Context: an optimization exercise on an open-source flow, tuned for small area. The choices shown serve that exercise and are no tape-out recipe.
Only simulation tests tie the RTL to the original design; equivalence was not proved.
No activity file was given, so power comes from the tool's default toggle rates.

### flow/run.sh
#!/bin/bash
set -euo pipefail
here=$(pwd)
rm -rf "$here/scripts_abc"
cp -r "$FLOW_HOME/scripts" "$here/scripts_abc"
cp "$here/flow/abc_map.script" "$here/scripts_abc/abc_speed.script"
SCRIPTS_DIR="$here/scripts_abc" bash standard.sh synth > "$here/synth.log" 2>&1
export BUFFER_PORTS_ARGS="-buffer_cell sky130_fd_sc_hd__buf_1"
export CTS_ARGS="-sink_clustering_enable -repair_clock_nets -sink_clustering_size 18 -sink_clustering_max_diameter 60 -buf_list sky130_fd_sc_hd__clkbuf_8 -dont_use_dummy_load"
bash standard.sh > "$here/layout.log" 2>&1
### flow/abc_map.script
&get -n
&st
&dch -f
&nf -p -a -F 8 -A 4 -R 1000
&put
topo
stime -c
### standard.sh
#!/bin/bash
# synth_recipe.tcl (not shown) runs the flow's synth.tcl, then flattens the netlist and writes it again
# the make line also repeats each setting of config.mk as NAME=value (left out here)
make -C /OpenROAD-flow-scripts/flow DESIGN_CONFIG=/design/flow/config.mk WORK_HOME=/design/flow/orfs CLKGATE_MAP_FILE= SYNTH_SCRIPT=/design/flow/synth_recipe.tcl "${@:-finish}"
### config.mk
export PLATFORM = sky130hd
export DESIGN_NAME = usb_endpoint
export DESIGN_NICKNAME = usb_endpoint
export VERILOG_FILES = /design/flow/design.v
export SDC_FILE = /design/flow/constraint.sdc
export NUM_CORES = 4
export LEC_CHECK = 0
export CAP_MARGIN = 20
export CORE_MARGIN = 2
export CORE_UTILIZATION = 50
export SLEW_MARGIN = 20
export SYNTH_HIERARCHICAL = 1
### constraint.sdc
create_clock -name core_clock -period 10.0 [get_ports {clk}]
set_input_delay 2.0000 -clock core_clock [delete_from_list [all_inputs] [get_ports {clk}]]
set_output_delay 2.0000 -clock core_clock [all_outputs]
set_load 0.01 [all_outputs]
### design.v
module usb_endpoint
(
    input logic clk,
    input logic n_rst,
    input logic hsel,
    input logic [3:0] haddr,
    input logic [1:0] htrans,
    input logic [1:0] hsize,
    input logic hwrite,
    input logic [31:0] hwdata,
    input logic dplus_in,
    input logic dminus_in,
    output logic [31:0] hrdata,
    output logic hresp,
    output logic hready,
    output logic d_mode,
    output logic dplus_out,
    output logic dminus_out
);
    logic rx_data_ready, rx_transfer_active, tx_transfer_active, rx_error, flush;
    logic pid_in, pid_out, pid_ack, pid_nak;
    logic [6:0] buffer_occupancy;
    logic [7:0] rx_data, tx_data, tx_packet_data, rcv_data;
    logic get_rx_data, store_tx_data, clear, tx_error, get_tx_packet_data, store_rx_packet_data;
    logic [3:0] tx_packet;
    logic [63:0][7:0] mem, mem_d;
    fifo_storage STORAGE (.clk(clk), .d(mem_d), .q(mem));
    logic nonseq, err_raw, fifo_addr, rd_cmd;
    assign nonseq = (htrans == 2'b10);
    assign err_raw = (hsize == 2'd3) || (hwrite && haddr >= 4'd4 && haddr <= 4'd8) ||
                     (haddr >= 4'd9 && haddr <= 4'd11) || (haddr >= 4'd14);
    assign fifo_addr = (haddr < 4'd4) && (hsize != 2'd3);
    assign rd_cmd = hsel && !hwrite && nonseq;
    logic [3:0] haddr_f;
    logic hwrite_f, err_f, wr_fifo_f, wr12_f, wr13_f;
    logic [1:0] align_f;
    always_ff @(posedge clk, negedge n_rst) begin
        if (!n_rst) err_f <= 1'b0;
        else err_f <= err_raw;
    end
    always_ff @(posedge clk) begin
        haddr_f <= haddr;
        align_f <= (hsize == 2'd0) ? haddr[1:0] : (hsize == 2'd1) ? {haddr[1], 1'b0} : 2'b00;
        if (!n_rst) begin
            hwrite_f <= 1'b0;
            wr_fifo_f <= 1'b0;
            wr12_f <= 1'b0;
            wr13_f <= 1'b0;
        end
        else begin
            hwrite_f <= hwrite;
            wr_fifo_f <= hwrite && nonseq && fifo_addr;
            wr12_f <= hwrite && nonseq && hsize == 2'd0 && haddr == 4'd12;
            wr13_f <= hwrite && nonseq && hsize == 2'd0 && haddr == 4'd13;
        end
    end
    logic [2:0] pos;
    logic [1:0] nm1;
    logic mode_wr;
    logic busy, byte_ph, last;
    assign busy = !(pos[2] && !pos[1]);
    assign byte_ph = !pos[2];
    assign last = (pos[1:0] == nm1);
    always_ff @(posedge clk, negedge n_rst) begin
        if (!n_rst) pos <= 3'd4;
        else if (!busy) begin
            if (hsel && nonseq && fifo_addr) pos <= hwrite ? 3'd6 : 3'd7;
        end
        else if (byte_ph && last) pos <= 3'd4;
        else pos <= pos + 3'd1;
    end
    always_ff @(posedge clk) begin
        if (!busy) begin
            mode_wr <= hwrite;
            nm1 <= (hsize == 2'd0) ? 2'd0 : (hsize == 2'd1) ? 2'd1 : 2'd3;
        end
    end
    assign get_rx_data = byte_ph && !mode_wr;
    assign store_tx_data = byte_ph && mode_wr;
    logic [31:0] wdata_q;
    logic [1:0] wsel_q;
    logic wr_data_ph;
    assign wr_data_ph = hsel && wr_fifo_f;
    always_ff @(posedge clk) begin
        if (wr_data_ph) begin
            wdata_q <= hwdata;
            wsel_q <= align_f;
        end
    end
    logic [1:0] tx_idx;
    assign tx_idx = wsel_q + pos[1:0];
    assign tx_data = store_tx_data ? wdata_q[8*tx_idx +: 8] : 8'd0;
    logic [6:0] stat;   
    logic [1:0] er;
    logic [6:0] bo;
    always_ff @(posedge clk) begin
        stat[5:0] <= {rx_transfer_active, pid_nak, pid_ack, pid_out, pid_in, rx_data_ready};
        er[0] <= rx_error;
        if (!n_rst) begin
            stat[6] <= 1'b0;
            er[1] <= 1'b0;
            bo <= '0;
        end
        else begin
            stat[6] <= tx_transfer_active;
            er[1] <= tx_error;
            bo <= buffer_occupancy;
        end
    end
    logic [3:0] tx_pac;
    logic flush_ctrl, tta_prev;
    logic [3:0] x;
    always_comb begin
        x = '0;
        case (hwdata)
            32'd1 : x = 4'b0011;
            32'd2 : x = 4'b0010;
            32'd3 : x = 4'b1010;
            32'd4 : x = 4'b1110;
            default: x = '0;
        endcase
    end
    always_ff @(posedge clk) begin
        if (!n_rst) begin
            tx_pac <= '0;
            flush_ctrl <= 1'b0;
            tta_prev <= 1'b1;
        end
        else begin
            tta_prev <= tx_transfer_active;
            if (!tx_transfer_active && tta_prev) tx_pac <= '0;
            else if (hsel && wr12_f) tx_pac <= x;
            if (buffer_occupancy == 7'd0) flush_ctrl <= 1'b0;
            else if (hsel && wr13_f) flush_ctrl <= hwdata[0];
        end
    end
    logic hazard;
    assign hazard = hwrite_f && (haddr_f == haddr);
    logic [31:0] nxt_hrdata;
    always_comb begin
        nxt_hrdata = hrdata;
        if (rd_cmd) begin
            if (hazard) nxt_hrdata = hwdata;
            else begin
                case (hsize)
                    2'b00:
                        case (haddr)
                            4'd4: nxt_hrdata = {27'd0, stat[4:0]};
                            4'd5: nxt_hrdata = {22'd0, stat[6:5], 8'd0};
                            4'd6: nxt_hrdata = {31'd0, er[0]};
                            4'd7: nxt_hrdata = {23'd0, er[1], 8'd0};
                            4'd8: nxt_hrdata = {25'd0, bo};
                            4'd12: nxt_hrdata = {28'd0, tx_pac};
                            4'd13: nxt_hrdata = {31'd0, flush_ctrl};
                            default: ;
                        endcase
                    2'b01:
                        case (haddr)
                            4'd4, 4'd5: nxt_hrdata = {22'd0, stat[6:5], 3'd0, stat[4:0]};
                            4'd6, 4'd7: nxt_hrdata = {23'd0, er[1], 7'd0, er[0]};
                            default: ;
                        endcase
                    default: ;
                endcase
            end
        end
        if (get_rx_data) nxt_hrdata[8*pos[1:0] +: 8] = rx_data;
    end
    always_ff @(posedge clk, negedge n_rst) begin
        if (!n_rst) hrdata <= '0;
        else hrdata <= nxt_hrdata;
    end
    assign hresp = hsel && (err_raw || err_f);
    assign hready = !busy && !(hsel && err_raw && !err_f);
    assign clear = flush_ctrl;
    assign tx_packet = tx_pac;
    assign d_mode = !rx_transfer_active;
    logic s_reset, w_en, r_en;
    logic [7:0] wdata, rdata;
    logic [6:0] wcount, rcount;   
    logic [5:0] wpointer, rpointer;
    logic wrapped;                
    assign s_reset = clear | flush;
    assign w_en = store_tx_data | store_rx_packet_data;
    assign wdata = store_tx_data ? tx_data : rcv_data;
    assign r_en = get_tx_packet_data | get_rx_data;
    assign wpointer = wcount[5:0];
    assign rpointer = rcount[5:0];
    assign buffer_occupancy = wcount - rcount;
    always_ff @(posedge clk) begin
        if (!n_rst) begin
            rcount <= '0;
            wcount <= '0;
            wrapped <= 1'b0;
        end
        else if (s_reset) begin
            rcount <= '0;
            wcount <= '0;
            wrapped <= 1'b0;
        end
        else begin
            if (r_en) rcount <= rcount + 7'd1;
            if (w_en) begin
                wcount <= wcount + 7'd1;
                if (wpointer == 6'd63) wrapped <= 1'b1;
            end
        end
    end
    always_comb for (int i = 0; i < 64; i++)
        mem_d[i] = (w_en && wpointer == i) ? wdata : mem[i];
    logic [7:0] sa;
    logic [7:0] sb;
    logic [7:0] rmux;
    logic [7:0][7:0] grp;
    always_comb begin
        for (int i = 0; i < 8; i++) sa[i] = (rpointer[2:0] == i);
        for (int i = 0; i < 8; i++) sb[i] = (rpointer[5:3] == i);
        rmux = '0;
        for (int k = 0; k < 8; k++) begin
            grp[k] = '0;
            for (int j = 0; j < 8; j++) grp[k] = grp[k] | ({8{sa[j]}} & mem[8*k+j]);
            rmux = rmux | ({8{sb[k]}} & grp[k]);
        end
    end
    assign rdata = (wrapped || rpointer < wpointer) ? rmux : 8'd0;
    assign tx_packet_data = get_tx_packet_data ? rdata : 8'd0;
    assign rx_data = (get_rx_data && !get_tx_packet_data) ? rdata : 8'd0;
    localparam [4:0] RX_IDLE = 5'd0, RX_IDLE_E = 5'd1, RX_EOP_S = 5'd2, RX_EOP_E = 5'd3,
                     RX_READ_SYNC = 5'd4, RX_CHECK_SYNC = 5'd5, RX_READ_PID = 5'd6, RX_SEND_PID = 5'd7,
                     RX_ACK_NACK = 5'd8, RX_TOKEN_D1 = 5'd9, RX_SEND_TOKEN1 = 5'd10, RX_TOKEN_D2 = 5'd11,
                     RX_SEND_TOKEN2 = 5'd12, RX_WAIT = 5'd13, RX_FLUSH = 5'd14, RX_DATA_RECV = 5'd15,
                     RX_DATA_SEND = 5'd16, RX_DATA_NS = 5'd17, RX_ERROR = 5'd18;
    logic [4:0] rx_state, rx_next;
    logic dp_t, dp_s, dp_p, dm_t, dm_s;
    always_ff @(posedge clk) begin
        if (!n_rst) begin
            dp_t <= 1'b1;
            dp_s <= 1'b1;
            dp_p <= 1'b1;
            dm_t <= 1'b0;
            dm_s <= 1'b0;
        end
        else begin
            dp_t <= dplus_in;
            dp_s <= dp_t;
            dp_p <= dp_s;
            dm_t <= dminus_in;
            dm_s <= dm_t;
        end
    end
    logic d_edge, eop, rcving;
    assign rcving = (rx_state[4:2] != 3'd0);
    assign d_edge = dp_s ^ dp_p;
    assign eop = rcving && (dp_s == dm_s);
    logic [2:0] cyc, bits;
    logic [6:0] nbytes;
    logic shift_en, byte_received, max_bytes;
    assign shift_en = (cyc == 3'd3);
    assign byte_received = (bits == 3'd0) && (cyc == 3'd4);
    assign max_bytes = (nbytes == 7'd66);
    always_ff @(posedge clk) begin
        if (!n_rst) begin
            cyc <= '0;
            bits <= '0;
            nbytes <= '0;
        end
        else if (!rcving) begin
            cyc <= '0;
            bits <= '0;
            nbytes <= '0;
        end
        else begin
            cyc <= cyc + 3'd1;
            if (shift_en) bits <= bits + 3'd1;
            if (byte_received) nbytes <= max_bytes ? 7'd1 : nbytes + 7'd1;
        end
    end
    logic d_last;
    always_ff @(posedge clk) begin
        if (!n_rst) d_last <= 1'b1;
        else if (rcving && shift_en) d_last <= dp_s;
    end
    always_ff @(posedge clk) begin
        if (shift_en) rcv_data <= {~(dp_s ^ d_last), rcv_data[7:1]};
    end
    logic err_now;
    assign err_now = (rx_state == RX_IDLE_E) || (rx_state == RX_EOP_E);
    always_comb begin
        rx_next = rx_state;
        case (rx_state)
            RX_IDLE, RX_IDLE_E: if (d_edge) rx_next = RX_READ_SYNC;
            RX_READ_SYNC: begin
                if (eop) rx_next = RX_ERROR;
                else if (byte_received) rx_next = RX_CHECK_SYNC;
            end
            RX_CHECK_SYNC: begin
                if (eop) rx_next = RX_ERROR;
                else if (rcv_data == 8'b10000000) rx_next = RX_READ_PID;
                else rx_next = RX_ERROR;
            end
            RX_READ_PID: begin
                if (eop) rx_next = RX_ERROR;
                else if (byte_received) rx_next = RX_SEND_PID;
            end
            RX_SEND_PID: begin
                if (eop) rx_next = RX_ERROR;
                else case (rcv_data[3:0])
                    4'b0010, 4'b1010: rx_next = RX_ACK_NACK;
                    4'b1001, 4'b0001: rx_next = RX_TOKEN_D1;
                    4'b0011, 4'b1011: rx_next = RX_FLUSH;
                    default: rx_next = RX_ERROR;
                endcase
            end
            RX_ACK_NACK: rx_next = eop ? RX_EOP_S : RX_ERROR;
            RX_TOKEN_D1: if (byte_received) rx_next = RX_SEND_TOKEN1;
            RX_SEND_TOKEN1: rx_next = RX_TOKEN_D2;
            RX_TOKEN_D2: if (byte_received) rx_next = RX_SEND_TOKEN2;
            RX_SEND_TOKEN2: rx_next = eop ? RX_EOP_S : RX_WAIT;
            RX_FLUSH: rx_next = eop ? RX_ERROR : RX_DATA_RECV;
            RX_DATA_RECV: begin
                if (eop || max_bytes) rx_next = RX_ERROR;
                else if (byte_received) rx_next = RX_DATA_SEND;
            end
            RX_DATA_SEND: begin
                if (eop) rx_next = RX_EOP_S;
                else if (!max_bytes && d_edge) rx_next = RX_DATA_RECV;
                else rx_next = RX_DATA_NS;
            end
            RX_WAIT: if (eop) rx_next = RX_EOP_S;
            RX_DATA_NS: begin
                if (eop && bits != 3'd0) rx_next = RX_ERROR;
                else if (eop) rx_next = RX_EOP_S;
                else if (max_bytes && (d_edge || byte_received)) rx_next = RX_ERROR;
                else if (byte_received) rx_next = RX_DATA_SEND;
            end
            RX_EOP_S: if (d_edge) rx_next = RX_IDLE;
            RX_EOP_E: if (d_edge) rx_next = RX_IDLE_E;
            RX_ERROR: if (eop) rx_next = RX_EOP_E;
            default: rx_next = RX_IDLE;
        endcase
    end
    always_ff @(posedge clk, negedge n_rst) begin
        if (!n_rst) rx_state <= RX_IDLE;
        else rx_state <= rx_next;
    end
    assign rx_transfer_active = rcving;
    assign rx_error = err_now || (rx_state == RX_ERROR);
    assign flush = (rx_state == RX_FLUSH);
    assign store_rx_packet_data = (rx_state == RX_SEND_TOKEN1) || (rx_state == RX_SEND_TOKEN2) || (rx_state == RX_DATA_SEND);
    assign rx_data_ready = (rx_state == RX_SEND_TOKEN2) || (rx_state == RX_DATA_SEND);
    logic pid_st;
    assign pid_st = (rx_state == RX_SEND_PID) || (rx_state == RX_ACK_NACK);
    assign pid_in = pid_st && rcv_data[3:0] == 4'b1001;
    assign pid_out = pid_st && rcv_data[3:0] == 4'b0001;
    assign pid_ack = pid_st && rcv_data[3:0] == 4'b0010;
    assign pid_nak = pid_st && rcv_data[3:0] == 4'b1010;
    localparam [3:0] TX_IDLE = 4'd0, TX_ERROR_WAIT = 4'd1, TX_ERROR = 4'd2, TX_WAIT = 4'd3,
                     TX_CLEAR = 4'd4, TX_BUFF_CHECK = 4'd8, TX_SYNC_L = 4'd9,
                     TX_PH_SYNC = 4'd12, TX_PH_PID = 4'd13, TX_PH_DATA = 4'd14, TX_PH_EOP = 4'd15;
    logic [3:0] tx_state, tx_next;
    logic [5:0] k;
    logic en, is_data, is_hs;
    assign en = tx_state[3] && tx_state[2];
    assign is_data = (tx_packet == 4'b0011) || (tx_packet == 4'b1011);
    assign is_hs = (tx_packet == 4'b0010) || (tx_packet == 4'b1010);
    always_comb begin
        tx_next = tx_state;
        case (tx_state)
            TX_IDLE, TX_ERROR_WAIT: begin
                if (is_data) tx_next = TX_BUFF_CHECK;
                else if (is_hs) tx_next = TX_SYNC_L;
            end
            TX_ERROR: if (tx_packet == 4'd0) tx_next = TX_ERROR_WAIT;
            TX_BUFF_CHECK: tx_next = (buffer_occupancy == 7'd0) ? TX_ERROR : TX_SYNC_L;
            TX_SYNC_L: tx_next = TX_PH_SYNC;
            TX_PH_SYNC: if (k == 6'd62) tx_next = TX_PH_PID;
            TX_PH_PID: begin
                if (k == 6'd62) begin
                    if (is_data) tx_next = TX_PH_DATA;
                    else if (is_hs) tx_next = TX_PH_EOP;
                end
            end
            TX_PH_DATA: if (k == 6'd62 && buffer_occupancy == 7'd0) tx_next = TX_PH_EOP;
            TX_PH_EOP: if (k == 6'd24) tx_next = TX_CLEAR;
            TX_CLEAR: tx_next = TX_WAIT;
            TX_WAIT: if (tx_packet == 4'd0) tx_next = TX_IDLE;
            default: tx_next = TX_IDLE;
        endcase
    end
    always_ff @(posedge clk, negedge n_rst) begin
        if (!n_rst) begin
            tx_state <= TX_IDLE;
            k <= '0;
        end
        else begin
            tx_state <= tx_next;
            if (tx_state == TX_CLEAR) k <= '0;
            else if (en) k <= k + 6'd1;
        end
    end
    assign tx_transfer_active = tx_state[3];
    assign tx_error = (tx_state == TX_ERROR) || (tx_state == TX_ERROR_WAIT);
    assign get_tx_packet_data = (tx_state == TX_PH_DATA) && (k == 6'd63);
    logic [7:0] sr, pin;
    always_comb begin
        case (tx_state)
            TX_PH_PID: pin = {~tx_packet, tx_packet};
            TX_PH_DATA: pin = tx_packet_data;
            default: pin = 8'b10000000;
        endcase
    end
    always_ff @(posedge clk) begin
        if (tx_state == TX_SYNC_L || k == 6'd63) sr <= pin;
        else if (k[2:0] == 3'd7) sr <= {1'b1, sr[7:1]};
    end
    always_ff @(posedge clk, negedge n_rst) begin
        if (!n_rst) begin
            dplus_out <= 1'b1;
            dminus_out <= 1'b0;
        end
        else if (tx_state == TX_PH_EOP) begin
            if (k != 6'd63) begin
                dplus_out <= (k >= 6'd16);
                dminus_out <= 1'b0;
            end
        end
        else if (en && k[2:0] == 3'd0 && !sr[0]) begin
            dplus_out <= ~dplus_out;
            dminus_out <= ~dminus_out;
        end
    end
endmodule
module fifo_storage (input logic clk, input logic [63:0][7:0] d, output logic [63:0][7:0] q);
    always_ff @(posedge clk) q <= d;
endmodule
==> impl_metrics.csv <==
group,metric,value,unit
run_status,status,"no timing/DRC/antenna violations",
sta,maxSlewViolCount,0,
clocking,root_buffer,"clkbuf_8",
flow_run,maxCapViolCount,0,
clocking,clockBufferDepth,3,
power,power_per_cell_area,197,nW/um2
clocking,holdBufCountCts,0,
final_layout,n_fill_cell,4732,
sta,period_minus_slack,5840,ps
floorplanning,dieHeight,232,um
setup_path,path_class,"input port to primary output",
sta,hold_viol,0,
power,power_frac_seq,54.7,%
route,firstDrtPassIters,10,
sta,tns,0,ps
placement,hpwlAfterDp,53000,um
clocking,cts_tree,"built",
synthesis,seq_area_frac_synth,55.6,%
route,routed_wl,82200,um
route,drt_iter0_markers,2837,
setup_path,crit_required,8000,ps
setup_path,start_kind,"input port",
clocking,clock_sink_count,684,
synthesis,synth_top_family_by_area,"compound AO/OA/AOI/OAI gates",
power,comb_power_share,22.2,%
final_layout,syn2layout_area_growth,10.3,%
global_routing,gr-total-overflow,0,
setup_path,setup.worst_path.end_class,"primary output",
synthesis,ys_ff_latch,684,
synthesis,ys_async_sr_fraction,7.75,%
sta,finClkSkew,76.1,ps
floorplanning,coreArea,51400,um2
final_layout,multi_input_area,11700,um2
global_routing,grt_pass1_vias,21200,
min_path,min_to,"dp_s",
synthesis,yosys_warnings,8,
route,route.met3.wl,5940,um
synthesis,yosys_most_used_dff,"dfxtp_1",
final_layout,layout-drive-gt1-share,6.07,%
synthesis,synth-compound-area-share,23.6,%
final_layout,n_antenna_cell,0,
route,wl_met1,35100,um
sta,setup_violations,0,
setup_path,worstPathArrival,3840,ps
placement,placed_cells,3610,
min_path,worstHoldStart,"dp_t",
route,wl_met2,37800,um
synthesis,avgSynthCellArea,9.33,um2
sta,rsz0062_at_grt,"no",
sta,fmax,171,MHz
setup_path,reg2reg_slack,5190,ps
sta,worst_slew_pin_slew,1120,ps
route,vias,22800,
sta,fin_crit_sh,58.4,%
route,wl_per_cell,22.4,um
sta,slew_headroom,25.1,%
synthesis,synth_edf_count,53,
placement,place_area,27900,um2
synthesis,synthSimpleGateAreaFrac,16.2,%
global_routing,antenna_found_initial,0,
synthesis,syn-num-nets,2880,
clocking,cts_setup_buffers,0,
synthesis,synth-xor-area-share,0.672,%
global_routing,grt_max_degree,65,
synthesis,synth_fa_ha_area_share,1.90,%
power,power.internal,3.78,mW
clocking,path_clk_slew,100,ps
route,via_per_inst,6.23,
floorplanning,row_count,83,
clocking,htree_levels,2,
min_path,min_path_type,"flop to flop",
route,ant_nets,0,
setup_path,crit_path_max_fanout,12,
synthesis,syn_area,26100,um2
setup_path,r2r_start,"rcount[1]",
final_layout,final_cells,3664,
synthesis,synthMuxAreaShare,1.16,%
power,p_clk_share,23.1,%
power,leakagePower,10.4,nW
final_layout,final_area,28800,um2
synthesis,netlist_instances,2795,
placement,place.port_buffers,82,
min_path,worstHoldPathCells,1,
clocking,ctsResizeCount,0,
final_layout,seq_area,14500,um2
setup_path,rr_endpoint,"hrdata[14]",
floorplanning,die_w,232,um
power,ir_drop,134,uV
power,switching_share,33.4,%
clocking,numCtsBuffers,51,
setup_path,r2r_cells,13,
final_layout,nNetsFinal,3071,
global_routing,grt_pass1_wl,125000,um
power,power_switching,1.89,mW
floorplanning,initial_utilization,50.7,%
route,drc_errors,0,
clocking,clkLatencyLatePin,710,ps
route,top_layer,"met4",
placement,gp_congestion,0.912,
floorplanning,io_pins,83,
synthesis,ys_types,62,
floorplanning,dieArea,54000,um2
global_routing,track_usage,30.0,%
## sequential cells by signal, summed over array words and instances, names as in the netlist, 4 cells and up
register / count
nbytes: 7
rx_state: 5
wcount: 7
stat: 7
bo: 7
wdata_q: 32
tx_state: 4
sr: 8
STORAGE.q: 512
rcount: 7
haddr_f: 4
tx_pac: 4
k: 6
hrdata: 32
rcv_data: 8
## cell families after synthesis
family | Yosys count
AOI/OAI and AO/OA | 975
xor gates and xnor gates | 20
adders and majority gates | 39
buffers and inverters | 62
DFF | 684
muxes | 20
and+or+nand+nor | 995
## area by class of cell
class / instances / share of cell area, %
Sequential cell: 684 / 50.4
Multi-Input combinational cell: 2049 / 40.8
Tap cell: 680 / 2.96
Timing Repair Buffer: 139 / 2.58
Clock buffer: 51 / 2.44
Inverter: 61 / 0.796
## worst max-delay path by stage
stage / cells after the start / start / slack (ps) / to
CTS: 7 / haddr[1] / 4170 / hready
finish: 7 / haddr[1] / 4160 / hready
detailed placement: 7 / haddr[1] / 4170 / hready
global placement: 7 / haddr[1] / 4240 / hready
global route: 7 / haddr[1] / 3920 / hready
floorplan: 8 / haddr[1] / 3600 / hrdata[24]
## critical path, cell delays in order
cell and delay, ps:
buf_1 290, clkinv_1 410, and3_1 390, o21ai_0 180
o2111ai_1 190, a31oi_1 210, buf_1 170
## power by group through the flow
stage / sequential [mW] / clock [mW] / combinational (mW)
after floorplan: 3.13 / 0 / 0.670
final: 3.10 / 1.31 / 1.26
after global routing: 3.12 / 1.44 / 1.36
after global placement: 3.16 / 0 / 1.20
after CTS: 3.10 / 1.35 / 1.23
after detailed placement: 3.16 / 0 / 1.22
## modules after synthesis, one instance, submodules excluded
module        area (um2)  flops+latches  copies in the design
fifo_storage       10200            512                     1
usb_endpoint       15800            172                     1
## layout by cell type (no fill, tap or decap), types with 19 or more instances in the layout
cell type,Yosys,layout
a21oi_1,563,563
a221oi_1,25,24
a222oi_1,135,135
a22oi_1,58,58
a31oi_1,27,27
a32oi_1,19,19
buf_1,1,81
buf_4,0,56
clkbuf_8,0,51
clkinv_1,61,61
dfrtp_1,51,51
dfxtp_1,578,578
edfxtp_1,53,53
ha_1,38,36
nand2_1,124,124
nand3_1,59,59
nor2_1,629,613
nor3_1,64,37
o21ai_0,55,54
o22ai_1,26,26
## layer usage
metal | GRT usage (%) | vias to the layer above
met1 | 40.5 | 10900
met4 | 11.8 | 0
li1 | - | 10800
met2 | 48.8 | 953
met3 | 3.82 | 175
met5 | 0 | -
## cells in the mapped netlist (all sizes together) (25+ instances only)
library cell,number,area [um2]
a222oi,135,1350
a22oi,58,435
ha,38,475
o21ai,55,275
a221oi,25,219
a31oi,27,169
a21oi,563,2820
nand2,124,465
nor3,64,320
dfrtp,51,1280
nand3,59,295
o22ai,26,163
edfxtp,53,1590
dfxtp,578,11600
nor2,629,2360
clkinv,61,229
## stage by stage
| step | hold slack, ps | util (%) | power (mW) | setup slack [ps] |
|---|---|---|---|---|
| floorplan | 386 | - | 3.80 | 3600 |
| global placement | 390 | 54.3 | 4.36 | 4240 |
| detailed placement | 393 | 54.3 | 4.38 | 4170 |
| CTS | 364 | 55.7 | 5.67 | 4170 |
| global route | 411 | 56.0 | 5.92 | 3920 |
| finish | 367 | 56.0 | 5.68 | 4160 |

## what the ideal ports hide
The flow's constraints put no driver on any port. The routed layout listed below was extracted and timed again, unchanged, in two steps. Step 1 assumes that a clkbuf_16 drives the clock port and a buf_2 every other input. Step 2 also shifts input and output timing later by t, the mid clock arrival at the registers, as if the neighbouring blocks saw the same clock. Slacks: ideal / step 1 / step 2; pairs: ideal / step 1.
shift t [ns]: 0.726
setup WS [ns]: 4.158 / 4.130 / 4.130
hold WS [ns]: 0.367 / 0.367 / 0.367
After both steps this run still meets setup and hold. For this run, drivers alone change the setup slack by -0.028 ns; drivers and shift together by -0.028 ns.
